Source: an optimization exercise on an open RTL-to-GDS flow (aim: small area). Production flows keep margins and buffers that such runs may drop. Only simulation tests tie the RTL to the original design; equivalence was not proved. No driver is modelled on the clock port, so clocking that relies on it looks cheaper here than on a real chip. Power is estimated from default activity; no workload was simulated.

==> flow/design.v <==
module wavelet_transform(clk, rst, data_stream, H_out, L_out, addr);
input clk, rst;
output reg [0:7] H_out;
output reg [0:7] L_out;
output reg  [0:7] addr;
input [0:7] data_stream;
wire [2:0] p = addr[5:7];
reg  [7:0] a1, a2;       
reg  [7:0] se, sf, sg1, sg2, sk;
reg  [7:0] ao, af, ag1, ag2, ak;
reg  [7:0] lp1, lpx, lp3;
reg  [7:0] mux_a, mux_b, mux_c, mux_e;
reg  warm;
wire early = !warm && !addr[4];
always @* begin
    case (p)
    3'd0: begin mux_a = early ? 8'h00 : lpx; mux_b = data_stream;
                mux_c = early ? 8'h00 : se;  mux_e = early ? 8'h00 : ak;  end
    3'd1: begin mux_a = data_stream;         mux_b = lpx;
                mux_c = early ? 8'h00 : sf;  mux_e = early ? 8'h00 : ao;  end
    3'd2: begin mux_a = early ? 8'h00 : lpx; mux_b = data_stream;
                mux_c = se;                  mux_e = early ? 8'h00 : af;  end
    3'd3: begin mux_a = data_stream;         mux_b = lp1;
                mux_c = warm ? sg2 : 8'h00;  mux_e = ao;  end
    3'd4: begin mux_a = lpx;                 mux_b = data_stream;
                mux_c = se;                  mux_e = warm ? ag2 : 8'h00; end
    3'd5: begin mux_a = data_stream;         mux_b = lpx;
                mux_c = sf;                  mux_e = ao;  end
    3'd6: begin mux_a = lp3;                 mux_b = data_stream;
                mux_c = se;                  mux_e = af;  end
    default: begin mux_a = data_stream;      mux_b = L_out;
                mux_c = early ? 8'h00 : sk;  mux_e = ao;  end
    endcase
end
function [7:0] add8(input [7:0] x, input [7:0] y, input ci);
    integer i;
    reg c;
    begin
        c = ci;
        for (i = 0; i < 8; i = i + 1) begin
            add8[i] = (x[i] ^ y[i]) ^ c;
            c = (x[i] & y[i]) | (c & (x[i] ^ y[i]));
        end
    end
endfunction
wire [7:0] nd1  = ~{1'b0, a1[7:1]};
wire [7:0] sub1 = add8(mux_b, nd1, 1'b1);
wire [7:0] sub2 = add8(mux_c, nd1, 1'b1);
wire [7:0] hq   = {2'b00, H_out[0:5]};
wire [7:0] add1 = add8(a2, hq, 1'b0);
wire [7:0] add2 = add8(mux_e, hq, 1'b0);
always @(posedge clk, negedge rst) begin
    if (!rst) begin
        addr  <= 0;
        H_out <= 0;
        L_out <= 0;
        a1    <= 0;
        a2    <= 0;
    end else begin
        addr  <= addr + 1;
        H_out <= sub2;
        L_out <= add2;
        a1    <= mux_a;
        a2    <= a1;
    end
end
always @(posedge clk, negedge rst) begin
    if (!rst)
        warm <= 1'b0;
    else if (addr[4:7] == 4'hf)
        warm <= 1'b1;
end
always @(posedge clk) begin
    if (!p[0]) se <= sub1;
    if (p[1:0] == 2'b01) sf <= sub1;
    if (p == 3'd3) begin sg1 <= sub1; sg2 <= sg1; end
    if (p == 3'd7) sk <= sub1;
    if (p[0]) ao <= add1;
    if (p[1:0] == 2'b10) af <= add1;
    if (p == 3'd4) begin ag1 <= add1; ag2 <= ag1; end
    if (p == 3'd0) ak <= add1;
    if (p == 3'd1) lp1 <= L_out;
    if (p == 3'd1) lpx <= lp1;
    else if (p[1:0] != 2'b11) lpx <= L_out;
    if (p == 3'd3) lp3 <= L_out;
end
endmodule
clock: 6.0 ns
lec_check: 0
cap_margin: 20
core_margin: 2
core_utilization: 55
slew_margin: 20
standard.sh (not shown) runs the stock make flow with config.mk's settings and CLKGATE_MAP_FILE= SYNTH_SCRIPT=/design/flow/synth_recipe.tcl, a recipe that flattens the netlist after the stock synthesis.
==> flow/flow/run.sh <==
#!/bin/bash
# Own layout flow: the standard synthesis and ORFS steps, with
#  - single-size buffers on the ports (buf_1 instead of clkdlybuf4s50_1),
#  - a clock tree of clkbuf_4 cells without dummy loads, where the clock
#    buffers whose loads see too high a slew are upsized to clkbuf_8
#    (flow/fixclk.tcl) before routing.
# Each step's full output goes to a log file of its own in the work folder.
set -euo pipefail
export BUFFER_PORTS_ARGS="-buffer_cell sky130_fd_sc_hd__buf_1"
export CTS_ARGS="-sink_clustering_enable -repair_clock_nets -buf_list sky130_fd_sc_hd__clkbuf_4 -dont_use_dummy_load"
bash standard.sh synth > synth.log 2>&1
bash standard.sh cts > place_cts.log 2>&1
RESULTS="$PWD/orfs/results/$FLOW_PLATFORM/wavelet_transform/base" openroad -no_init -exit flow/fixclk.tcl > fixclk.log 2>&1
bash standard.sh finish > route_finish.log 2>&1
==> flow/flow/fixclk.tcl <==
# After CTS: the clock tree is built from clkbuf_4 cells. Upsize to clkbuf_8
# every clock buffer whose loads see a slew above the target, then legalise
# the placement again.
set plat $::env(FLOW_HOME)/platforms/sky130hd
set res $::env(RESULTS)
read_liberty $plat/lib/sky130_fd_sc_hd__tt_025C_1v80.lib
read_db $res/4_cts.odb
read_sdc $res/4_cts.sdc
source $plat/setRC.tcl
set_propagated_clock [all_clocks]

set target 0.105
for {set iter 0} {$iter < 5} {incr iter} {
  estimate_parasitics -placement
  set changed 0
  foreach inst [get_cells *] {
    if {[get_property $inst ref_name] ne "sky130_fd_sc_hd__clkbuf_4"} { continue }
    set out [get_pins -of_objects $inst -filter "direction == output"]
    set worst 0
    foreach p [get_pins -of_objects [get_nets -of_objects $out] -filter "direction == input"] {
      set s [get_property $p slew_max]
      if {$s > $worst} { set worst $s }
    }
    if {$worst > $target} {
      replace_cell $inst [get_lib_cells */sky130_fd_sc_hd__clkbuf_8]
      puts "upsized [get_full_name $inst]: load slew [format %.3f $worst] ns"
      set changed 1
    }
  }
  if {!$changed} { break }
}
detailed_placement
check_placement -verbose
estimate_parasitics -placement
set worst 0
foreach p [get_pins -hierarchical */CLK] {
  set s [get_property $p slew_max]
  if {$s > $worst} { set worst $s }
}
puts "worst flip-flop clock pin slew after fix: [format %.3f $worst] ns"
report_checks -path_delay min_max -format end
write_db $res/4_cts.odb
Change:
--- a/flow/design.v
+++ b/flow/design.v
@@ -8,25 +8,25 @@
 reg  [7:0] a1, a2;       
 reg  [7:0] se, sf, sg1, sg2, sk;
 reg  [7:0] ao, af, ag1, ag2, ak;
-reg  [7:0] lp1, lpx, lp3;
+reg  [7:0] c1, c2, c3, lr;
 reg  [7:0] mux_a, mux_b, mux_c, mux_e;
 reg  warm;
 wire early = !warm && !addr[4];
 always @* begin
     case (p)
-    3'd0: begin mux_a = early ? 8'h00 : lpx; mux_b = data_stream;
-                mux_c = early ? 8'h00 : se;  mux_e = early ? 8'h00 : ak;  end
-    3'd1: begin mux_a = data_stream;         mux_b = lpx;
+    3'd0: begin mux_a = early ? 8'h00 : c2;  mux_b = data_stream;
+                mux_c = early ? 8'h00 : se;  mux_e = warm ? ak : 8'h00;  end
+    3'd1: begin mux_a = data_stream;         mux_b = c1;
                 mux_c = early ? 8'h00 : sf;  mux_e = early ? 8'h00 : ao;  end
-    3'd2: begin mux_a = early ? 8'h00 : lpx; mux_b = data_stream;
+    3'd2: begin mux_a = early ? 8'h00 : lr;  mux_b = data_stream;
                 mux_c = se;                  mux_e = early ? 8'h00 : af;  end
-    3'd3: begin mux_a = data_stream;         mux_b = lp1;
+    3'd3: begin mux_a = data_stream;         mux_b = c2;
                 mux_c = warm ? sg2 : 8'h00;  mux_e = ao;  end
-    3'd4: begin mux_a = lpx;                 mux_b = data_stream;
+    3'd4: begin mux_a = c2;                  mux_b = data_stream;
                 mux_c = se;                  mux_e = warm ? ag2 : 8'h00; end
-    3'd5: begin mux_a = data_stream;         mux_b = lpx;
+    3'd5: begin mux_a = data_stream;         mux_b = c1;
                 mux_c = sf;                  mux_e = ao;  end
-    3'd6: begin mux_a = lp3;                 mux_b = data_stream;
+    3'd6: begin mux_a = c3;                  mux_b = data_stream;
                 mux_c = se;                  mux_e = af;  end
     default: begin mux_a = data_stream;      mux_b = L_out;
                 mux_c = early ? 8'h00 : sk;  mux_e = ao;  end
@@ -55,13 +55,11 @@
         H_out <= 0;
         L_out <= 0;
         a1    <= 0;
-        a2    <= 0;
     end else begin
         addr  <= addr + 1;
         H_out <= sub2;
         L_out <= add2;
         a1    <= mux_a;
-        a2    <= a1;
     end
 end
 always @(posedge clk, negedge rst) begin
@@ -71,6 +69,7 @@
         warm <= 1'b1;
 end
 always @(posedge clk) begin
+    a2 <= a1;
     if (!p[0]) se <= sub1;
     if (p[1:0] == 2'b01) sf <= sub1;
     if (p == 3'd3) begin sg1 <= sub1; sg2 <= sg1; end
@@ -79,9 +78,9 @@
     if (p[1:0] == 2'b10) af <= add1;
     if (p == 3'd4) begin ag1 <= add1; ag2 <= ag1; end
     if (p == 3'd0) ak <= add1;
-    if (p == 3'd1) lp1 <= L_out;
-    if (p == 3'd1) lpx <= lp1;
-    else if (p[1:0] != 2'b11) lpx <= L_out;
-    if (p == 3'd3) lp3 <= L_out;
+    c1 <= L_out;
+    c2 <= c1;
+    c3 <= c2;
+    if (p == 3'd3) lr <= c2;
 end
 endmodule
Effect: Die area shrinks by 1.6%; utilization grows by 1.1 points; power grows by 20%; design area shrinks by 1.7%; via count shrinks by 3.0%; worst setup slack is worse by 0.088 ns; register-to-register slack is worse by 0.09 ns; critical path depth does not change; routed wire length shrinks by 6.0%; worst hold slack is worse by 0.030 ns; count of clock-buffer cells in the layout is unchanged; final cell count shrinks by 0.53%.

[separate check: timing with driven ports]
The flow's constraints put no driver on any port. The routed layouts listed below were extracted and timed again, unchanged, in two steps.
Step 1 (the two cells are an assumption about what drives the block):
set clk [get_ports {clk}]
set_driving_cell -lib_cell sky130_fd_sc_hd__clkbuf_16 $clk
set_driving_cell -lib_cell sky130_fd_sc_hd__buf_2 [delete_from_list [all_inputs] $clk]
Step 2 times the ports against the registers' clock, not the clock port: input delays grow and output delays shrink by t, the midpoint of the rising clock arrivals with the driver on.
a / b / c = ideal ports / drivers / drivers and shift; a / b = the first two.
| run | shift t [ns] | setup slack, ns | slew at the worst register clock pin (ns) |
|---|---|---|---|
| the first run | 0.442 | 0.705 / 0.705 / 0.705 | 0.10 / 0.10 |
| the second run | 0.449 | 0.617 / 0.617 / 0.617 | 0.10 / 0.10 |
After both steps every run listed still meets setup and hold.
